Context: an optimization exercise on an open-source flow, tuned for small area, a short achievable clock period and few clock cycles. The choices shown serve that exercise and are no tape-out recipe. In this exercise RTL edits were held to simulation tests only and were not proved equivalent to the original. No activity file was given, so power comes from the tool's default toggle rates.

File: design/flow/design.v
module pipecpu(input logic clk, input logic reset,
               output logic [63:0] imem_addr, input logic [31:0] imem_data,
               output logic [63:0] dmem_addr, output logic dmem_we, output logic dmem_re,
               output logic [63:0] dmem_wdata, input logic [63:0] dmem_rdata);
  logic [61:0] pcw;
  assign imem_addr = {pcw, 2'b00};
  logic [31:0] iw;
  assign iw = imem_data;
  logic f_addi, f_adds, f_subs, f_and, f_eor, f_lsr, f_ldur, f_stur, f_b, f_blt, f_cbz;
  assign f_addi = (iw[31:22] == 10'b1001000100);
  assign f_adds = (iw[31:21] == 11'b10101011000);
  assign f_subs = (iw[31:21] == 11'b11101011000);
  assign f_and  = (iw[31:21] == 11'b10001010000);
  assign f_eor  = (iw[31:21] == 11'b11001010000);
  assign f_lsr  = (iw[31:21] == 11'b11010011010);
  assign f_ldur = (iw[31:21] == 11'b11111000010);
  assign f_stur = (iw[31:21] == 11'b11111000000);
  assign f_b    = (iw[31:26] == 6'b000101);
  assign f_blt  = (iw[31:24] == 8'b01010100) & (iw[3:0] == 4'b1011);
  assign f_cbz  = (iw[31:24] == 8'b10110100);
  logic [4:0] f_ra, f_rb, f_rd;
  assign f_ra = iw[9:5];
  assign f_rb = (iw[31:24] == 8'b11111000 || iw[31:24] == 8'b10110100) ? iw[4:0] : iw[20:16];
  assign f_rd = iw[4:0];
  logic f_wen;
  assign f_wen = (f_addi | f_adds | f_subs | f_and | f_eor | f_lsr | f_ldur) & (f_rd != 5'd31);
  logic        x_wen, x_ldur, x_stur, x_b, x_blt, x_cbz, x_setf, x_sub, x_and, x_eor, x_lsr, x_sum, x_useimm;
  logic [4:0]  x_rd;
  logic [3:0]  x_ra_hi, x_rb_hi;    
  logic [7:0]  x_ra_lo, x_rb_lo;    
  logic        x_fwa, x_fwb;
  logic [25:0] x_iw;      
  logic        x_addi;
  logic f_fwa, f_fwb;
  assign f_fwa = x_wen & ~x_ldur & (x_rd == f_ra);
  assign f_fwb = x_wen & ~x_ldur & (x_rd == f_rb);
  always_ff @(posedge clk) begin
    if (reset) begin
      x_wen <= 1'b0; x_ldur <= 1'b0; x_stur <= 1'b0;
      x_b <= 1'b0; x_blt <= 1'b0; x_cbz <= 1'b0; x_setf <= 1'b0;
    end else begin
      x_wen  <= f_wen;
      x_ldur <= f_ldur;
      x_stur <= f_stur;
      x_b    <= f_b;
      x_blt  <= f_blt;
      x_cbz  <= f_cbz;
      x_setf <= f_adds | f_subs;
    end
  end
  always_ff @(posedge clk) begin
    x_sub    <= f_subs;
    x_and    <= f_and;
    x_eor    <= f_eor;
    x_lsr    <= f_lsr;
    x_sum    <= ~(f_and | f_eor | f_lsr);
    x_useimm <= f_addi | f_ldur | f_stur;
    x_fwa    <= f_fwa;
    x_fwb    <= f_fwb;
    for (int i = 0; i < 4; i++) begin
      x_ra_hi[i] <= f_fwa ? (i == 3) : (f_ra[4:3] == i[1:0]);
      x_rb_hi[i] <= f_fwb ? (i == 3) : (f_rb[4:3] == i[1:0]);
    end
    for (int i = 0; i < 8; i++) begin
      x_ra_lo[i] <= f_fwa ? (i == 7) : (f_ra[2:0] == i[2:0]);
      x_rb_lo[i] <= f_fwb ? (i == 7) : (f_rb[2:0] == i[2:0]);
    end
    x_rd     <= f_rd;
    x_iw     <= iw[25:0];
    x_addi   <= f_addi;
  end
  logic [63:0] regs [0:30];
  logic [63:0] a, b, a_n, b_n;
  assign a = ~a_n;
  assign b = ~b_n;
  logic [63:0] wb_data;
  logic [4:0]  m_rd;
  logic        m_wen, m_load, m_store, m_wbld;
  logic [63:0] m_res, m_sdata;
  logic [31:0] sel_a, sel_b;
  always_comb begin
    for (int i = 0; i < 31; i++) begin
      sel_a[i] = x_ra_hi[i >> 3] & x_ra_lo[i & 7];
      sel_b[i] = x_rb_hi[i >> 3] & x_rb_lo[i & 7];
    end
    sel_a[31] = x_fwa;
    sel_b[31] = x_fwb;
  end
  genvar k, j;
  for (k = 0; k < 64; k++) begin : RD
    logic [31:0] col;
    for (j = 0; j < 31; j++) begin : C
      assign col[j] = regs[j][k];
    end
    assign col[31] = m_res[k];
    rdsl RA(.sel(sel_a), .d(col), .yn(a_n[k]));
    rdsl RB(.sel(sel_b), .d(col), .yn(b_n[k]));
  end
  assign wb_data = m_wbld ? dmem_rdata : m_res;
  always_ff @(posedge clk) begin
    for (int i = 0; i < 31; i++)
      if (m_wen && m_rd == i[4:0]) regs[i] <= wb_data;
  end
  logic [63:0] opb, addb, p, g, cy, sum, res;
  logic        lt_q;
  logic [12:0] x_imm;     
  assign x_imm = x_addi ? {1'b0, x_iw[21:10]} : {{4{x_iw[20]}}, x_iw[20:12]};
  assign opb  = x_useimm ? {{51{x_imm[12]}}, x_imm} : b;
  assign addb = opb ^ {64{x_sub}};
  assign p    = a ^ addb;
  assign g    = a & addb;
  logic [63:0] gc;
  logic        g0;
  assign g0 = g[0] | (p[0] & x_sub);
  pfx64 PFX(.g({g[63:1], g0}), .p(p), .c(gc));
  assign cy = {gc[62:0], x_sub};    
  assign sum = p ^ cy;
  logic [63:0] shr;
  shr64 SHR(.x(a), .sh(x_iw[15:10]), .y(shr));
  assign res = ({64{x_and}} & g) | ({64{x_eor}} & p) | ({64{x_lsr}} & shr) | ({64{x_sum}} & sum);
  logic m_setf, m_p63, m_a63, lt;
  assign lt = m_setf ? (m_p63 ? m_res[63] : m_a63) : lt_q;
  logic taken;
  assign taken = x_b | (x_blt & lt) | (x_cbz & (b == 64'd0));
  logic [27:0] lo_seq, lo_tgt;
  logic        c_seq, c_tgt, up_t, dn_t;
  logic [33:0] ones_below, zeros_below, hi_seq, hi_tgt;
  logic [27:0] x_offm1;
  dec28 DEC(.x(x_b ? {{2{x_iw[25]}}, x_iw[25:0]} : {{9{x_iw[23]}}, x_iw[23:5]}), .y(x_offm1));
  inc28 INC(.a(pcw[27:0]), .s(lo_seq), .co(c_seq));
  add28 TGT(.a(pcw[27:0]), .b(x_offm1), .s(lo_tgt), .co(c_tgt));
  always_comb begin
    ones_below[0]  = 1'b1;
    zeros_below[0] = 1'b1;
    for (int i = 1; i < 34; i++) begin
      ones_below[i]  = ones_below[i-1] & pcw[28+i-1];
      zeros_below[i] = zeros_below[i-1] & ~pcw[28+i-1];
    end
  end
  assign up_t   = c_tgt & ~x_offm1[27];
  assign dn_t   = x_offm1[27] & ~c_tgt;
  assign hi_seq = pcw[61:28] ^ ({34{c_seq}} & ones_below);
  assign hi_tgt = pcw[61:28] ^ (({34{up_t}} & ones_below) | ({34{dn_t}} & zeros_below));
  always_ff @(posedge clk) begin
    if (reset) begin
      pcw     <= 62'd0;
      lt_q    <= 1'b0;
      m_setf  <= 1'b0;
      m_wen   <= 1'b0;
      m_load  <= 1'b0;
      m_wbld  <= 1'b0;
      m_store <= 1'b0;
    end else begin
      pcw     <= taken ? {hi_tgt, lo_tgt} : {hi_seq, lo_seq};
      lt_q    <= lt;
      m_setf  <= x_setf;
      m_wen   <= x_wen;
      m_load  <= x_ldur;
      m_wbld  <= x_ldur & x_wen;
      m_store <= x_stur;
    end
  end
  always_ff @(posedge clk) begin
    m_rd    <= x_rd;
    m_res   <= res;
    m_sdata <= b;
    m_p63   <= p[63];
    m_a63   <= a[63];
  end
  assign dmem_addr  = m_res;
  assign dmem_we    = m_store;
  assign dmem_re    = m_load;
  assign dmem_wdata = m_sdata;
endmodule
module ao222n(input logic s0, d0, s1, d1, s2, d2, output logic yn);
  assign yn = ~((s0 & d0) | (s1 & d1) | (s2 & d2));
endmodule
module rdsl(input logic [31:0] sel, input logic [31:0] d, output logic yn);
  logic [10:0] t;
  genvar i;
  for (i = 0; i < 10; i++) begin : G
    ao222n A(.s0(sel[3*i]), .d0(d[3*i]), .s1(sel[3*i+1]), .d1(d[3*i+1]),
             .s2(sel[3*i+2]), .d2(d[3*i+2]), .yn(t[i]));
  end
  assign t[10] = ~((sel[30] & d[30]) | (sel[31] & d[31]));
  assign yn = ~(~&t[3:0] | ~&t[7:4] | ~&t[10:8]);
endmodule
module mx2n(input logic a, b, s, output logic yn);
  assign yn = ~(s ? b : a);
endmodule
module shr64(input logic [63:0] x, input logic [5:0] sh, output logic [63:0] y);
  logic [63:0] st [0:6];
  assign st[0] = x;
  genvar l, i;
  for (l = 0; l < 6; l++) begin : L
    for (i = 0; i < 64; i++) begin : B
      if (i + (1 << l) < 64) begin : M
        mx2n U(.a(st[l][i]), .b(st[l][i + (1 << l)]), .s(sh[l]), .yn(st[l+1][i]));
      end else begin : Z
        if (l % 2 == 0) begin : E
          assign st[l+1][i] = ~(st[l][i] & ~sh[l]);
        end else begin : O
          assign st[l+1][i] = ~(st[l][i] | sh[l]);
        end
      end
    end
  end
  assign y = st[6];
endmodule
module dec28(input logic [27:0] x, output logic [27:0] y);
  assign y = x - 28'd1;
endmodule
module inc28(input logic [27:0] a, output logic [27:0] s, output logic co);
  assign {co, s} = {1'b0, a} + 29'd1;
endmodule
module add28(input logic [27:0] a, b, output logic [27:0] s, output logic co);
  logic [27:0] p, g, c;
  assign p = a ^ b;
  assign g = a & b;
  pfx28 PFX(.g(g), .p(p), .c(c));
  assign s  = p ^ {c[26:0], 1'b0};
  assign co = c[27];
endmodule
module pfx28(input logic [27:0] g, p, output logic [27:0] c);
  always_comb begin
    logic [27:0] gg, pp, gn, pn;
    gg = g;
    pp = p;
    for (int l = 0; l < 5; l++) begin
      gn = gg;
      pn = pp;
      for (int i = 0; i < 28; i++)
        if ((i >> l) & 1) begin
          gn[i] = gg[i] | (pp[i] & gg[((i >> l) << l) - 1]);
          pn[i] = pp[i] & pp[((i >> l) << l) - 1];
        end
      gg = gn;
      pp = pn;
    end
    c = gg;
  end
endmodule
module pfx64(input logic [63:0] g, p, output logic [63:0] c);
  always_comb begin
    logic [63:0] gg, pp, gn, pn;
    gg = g;
    pp = p;
    for (int l = 0; l < 6; l++) begin
      gn = gg;
      pn = pp;
      for (int i = 0; i < 64; i++)
        if ((i >> l) & 1) begin
          gn[i] = gg[i] | (pp[i] & gg[((i >> l) << l) - 1]);
          pn[i] = pp[i] & pp[((i >> l) << l) - 1];
        end
      gg = gn;
      pp = pn;
    end
    c = gg;
  end
endmodule
File: design/flow/flow/run.sh
#!/bin/bash
set -euo pipefail
MARGIN=$(cat flow/margin.txt)
bash standard.sh "SETUP_SLACK_MARGIN=$MARGIN" \
  "BUFFER_PORTS_ARGS=-buffer_cell sky130_fd_sc_hd__buf_2" \
  "CTS_ARGS=-sink_clustering_enable -repair_clock_nets -dont_use_dummy_load -sink_clustering_size 25 -sink_clustering_max_diameter 90" \
  finish > flow_standard.log 2>&1
File: design/flow/flow/margin.txt
21
File: design/flow/standard.sh
#!/bin/bash
# synth_recipe.tcl (not shown) runs the flow's synth.tcl, then flattens the netlist and writes it again
# the make line also repeats each setting of config.mk as NAME=value (left out here)
make -C /OpenROAD-flow-scripts/flow DESIGN_CONFIG=/design/flow/config.mk WORK_HOME=/design/flow/orfs CLKGATE_MAP_FILE= SYNTH_SCRIPT=/design/flow/synth_recipe.tcl "${@:-finish}"
File: design/flow/config.mk
export PLATFORM = sky130hd
export DESIGN_NAME = pipecpu
export DESIGN_NICKNAME = pipecpu
export VERILOG_FILES = /design/flow/design.v
export SDC_FILE = /design/flow/constraint.sdc
export NUM_CORES = 4
export LEC_CHECK = 0
export CAP_MARGIN = 20
export CORE_MARGIN = 2
export CORE_UTILIZATION = 55
export SLEW_MARGIN = 20
export SYNTH_HIERARCHICAL = 1
export SYNTH_MINIMUM_KEEP_SIZE = 0
File: design/flow/constraint.sdc
create_clock -name core_clock -period 28.0 [get_ports {clk}]
set_input_delay 5.6000 -clock core_clock [delete_from_list [all_inputs] [get_ports {clk}]]
set_output_delay 5.6000 -clock core_clock [all_outputs]
set_load 0.01 [all_outputs]
==> notes.md <==
[power by group through the flow]
| stage | clock [mW] | sequential (mW) | combinational, mW |
|---|---|---|---|
| floorplan | 0 | 4.31 | 0.882 |
| global placement | 0 | 4.40 | 1.40 |
| detailed placement | 0 | 4.41 | 1.42 |
| CTS | 1.70 | 4.34 | 1.51 |
| global route | 1.81 | 4.35 | 1.66 |
| finish | 1.72 | 4.35 | 1.61 |
[registers in the layout, indices dropped and copies added (netlist names), 4 cells and up]
| signal | flops |
|---|---|
| m_res | 64 |
| x_ra_hi | 4 |
| regs | 1984 |
| x_iw | 26 |
| x_ra_lo | 8 |
| pcw | 62 |
| m_rd | 5 |
| x_rb_hi | 4 |
| m_sdata | 64 |
| x_rb_lo | 8 |
[critical path: cells and delay by family]
kind                   cells  cell delay (ns)
XOR/XNOR                   1             0.14
AND/OR/NAND/NOR            3             0.82
AO/OA/AOI/OAI              3             0.71
buffers and inverters      4             0.62
[path summary, 6_finish.rpt]
kind,startpoint,end,slack (ns),depth (start not counted)
hold / removal,x_setf$_SDFF_PP0_,m_setf$_SDFF_PP0_,0.45,1
hold reg to reg,x_setf$_SDFF_PP0_,m_setf$_SDFF_PP0_,0.45,1
setup / recovery,imem_data[24],x_rb_lo[0]$_SDFF_PP0_,20.79,11
setup reg to reg,x_rb_hi[1]$_SDFF_PP0_,pcw[33]$_SDFF_PP0_,21.01,14
[cell type report]
class | instances | area, sq um
timing repair buffer | 587 | 4060
clock buffer | 106 | 2650
antenna | 31 | 77.6
sequential | 2253 | 65400
multi-input combinational | 3882 | 33100
tap | 2355 | 2950
fill | 13800 | 69800
inverter | 168 | 634
[cell usage in the layout (no fill, tap or decap), types with 9 or more instances in the layout]
cell,count
edfxtp_1,1984
a222oi_1,1343
mux2i_1,357
nand2_1,350
nand4_1,293
buf_4,286
buf_2,263
inv_1,164
nor2_1,156
dfxtp_1,131
a22o_1,130
nor4_2,127
a21oi_1,124
xor2_1,119
mux2_2,113
clkbuf_16,107
xnor2_1,97
ha_1,96
dfxtp_4,88
and2_4,62
a21o_1,57
dfxtp_2,50
nor2b_1,48
nor3_1,41
nand3_1,35
nor2_4,33
diode_2,31
nand2b_1,27
o21ai_0,26
or3_1,21
buf_6,21
nor4_1,18
and3_1,17
buf_12,14
and2_1,11
or2_2,11
a211oi_1,10
and4_1,9
[routing by layer]
layer / track usage (%) / part of all wire (%)
met1: 58.9 / 33
met2: 67.7 / 42
met3: 18.4 / 17
met4: 31.3 / 8.1
met5: 0.286 / 0.045
[repair_timing]
action,in CTS,in global routing
cloned,1,0
endpoints found under the setup margin,170,56
resized for setup,264,20
setup buffers,55,7
pin swaps,19,5
[metrics by stage]
step           utilization, %  power, mW
6_report                 60.9       7.68
5_1_grt                  60.9       7.82
4_1_cts                  60.8       7.55
3_5_place_dp             58.6       5.83
3_3_place_gp             58.6       5.80
2_1_floorplan               -       5.19
==> flow_metrics.py <==
metrics = {
    "cells_and_area": {
        "drive_above_1_share_pct": 17.8,
        "final_nets": 7192,
        "final_cells": 9382,
        "design_area_sq_mm": 0.109,
        "area.growth.synth_to_final_pct": 10.0,
    },
    "yosys": {
        "avgSynthCellArea_sq_um": 15.3,
        "yosysWarnings": 13,
        "synth_area_sq_mm": 0.0989,
        "synthCells": 6471,
    },
    "setup_path": {
        "crit_top_cell": "buf_12",
        "cp.required_ns": 28.69,
        "cpPeakStageDelay_ns": 0.51,
        "critPathKind": "input port to flop",
        "arrival_ns": 7.90,
        "cp_slowest_cell": "or4_4",
        "crit_path_start_kind": "input port",
        "path_max_fanout": 6,
        "crit_chain": "buf_12 > nand4bb_4 > buf_12 > o41ai_4 > a221oi_4 > xnor2_1 > or4_4 > a2111oi_4 > buf_4 > clkbuf_16 > nor3_2",
        "end_kind": "flop",
    },
    "detailed_routing": {
        "drt-initial-drc-count": 21100,
        "routed_wirelength_um": 446000,
        "vias_per_cell": 8.50,
        "drt_first_pass_iters": 15,
        "wl_per_cell_um": 47.5,
        "route.detailed.drc": 0,
        "drtAntennaViolNets": 0,
        "vias": 79800,
    },
    "clock_tree": {
        "tritoncts": "yes",
        "clk_pin_slew_ns": 0.09,
        "h-tree-depth": 3,
        "clockBufferDepth": 3,
        "numCtsBuffers": 106,
        "clock_latency_ns": 0.85,
        "hold_buffers": 0,
        "clock_sinks": 2253,
        "clock_tree.root_cell": "clkbuf_16",
    },
    "placement": {
        "io_buffers": 289,
        "gp_congestion": 0.964,
        "hpwl_um": 262000,
        "place_ws_ns": 19.40,
        "placed_area_sq_mm": 0.105,
        "dp.cells": 9181,
    },
    "sta": {
        "skew_ns": 0.0880,
        "rsz0062_at_grt": "yes",
        "setup_tns_ns": 0,
        "period_share_pct": 25.8,
        "maxSlewViolCount": 0,
        "hold_viol": 0,
        "finalWorstPathRequiredPeriod_ns": 7.21,
        "worst_pin_slew_ns": 1.28,
        "setup_ws_ns": 20.79,
        "max_freq_mhz": 139,
        "setup_violations": 0,
        "hold_slack_ns": 0.449,
        "max_slew_margin_pct": 14.7,
    },
    "floorplanning": {
        "io_pins": 292,
        "rows": 155,
        "core-area_sq_mm": 0.179,
        "dieArea_sq_mm": 0.183,
        "start_util_pct": 55.4,
        "die_h_um": 428,
        "die_width_um": 428,
    },
    "power": {
        "clkPwrFrac_pct": 22.4,
        "p_sw_mw": 2.36,
        "p_leak_nw": 37.3,
        "comb_power_share_pct": 20.9,
        "ir_worst_vdd_v": 0.0000759,
        "power.density_mw_per_mm2": 70.6,
        "pwr-share-seq_pct": 56.7,
        "switching_share_pct": 30.8,
        "internal_power_mw": 5.32,
    },
    "grt": {
        "grt_max_degree": 106,
        "antenna_found_initial": 35,
        "globalRouteTotalUtil_pct": 47.1,
        "grt_pass1_wl_um": 598000,
        "first_global_vias": 75600,
        "overflow": 0,
    },
    "worst_hold_path": {
        "hold_path.class": "flop to flop",
    },
    "run_status": {
        "status": "complete, no violations",
    },
    "job": {
        "maxCapViolations": 0,
    },
}
Testbench counts, summed over its fixed seeds: cycles 35,905.

[what the ideal ports hide]
In the flow no input, the clock included, has a driving cell. The finished layout below was timed again as built, in two steps.
Step 1: set_driving_cell puts a clkbuf_16 on clk and a buf_2 on each other input, an assumption about the parent block.
Step 2, shift: input delay + t, output delay - t, t = (earliest + latest rising clock arrival at the registers) / 2. This alone moves slack from input paths to output paths.
Slacks: ideal / step 1 / step 2; pairs: ideal / step 1.
shift t [ns]: 0.901
setup slack, ns: 20.786 / 20.806 / 19.905
latest minus earliest clock arrival (ns): 0.088 / 0.088
slew at the worst register clock pin (ns): 0.11 / 0.11
worst slew at a driven data input, ns: 0.11
After both steps setup and hold are still met in this run. For this run, drivers alone change the setup slack by +0.020 ns; drivers and shift together by -0.881 ns.
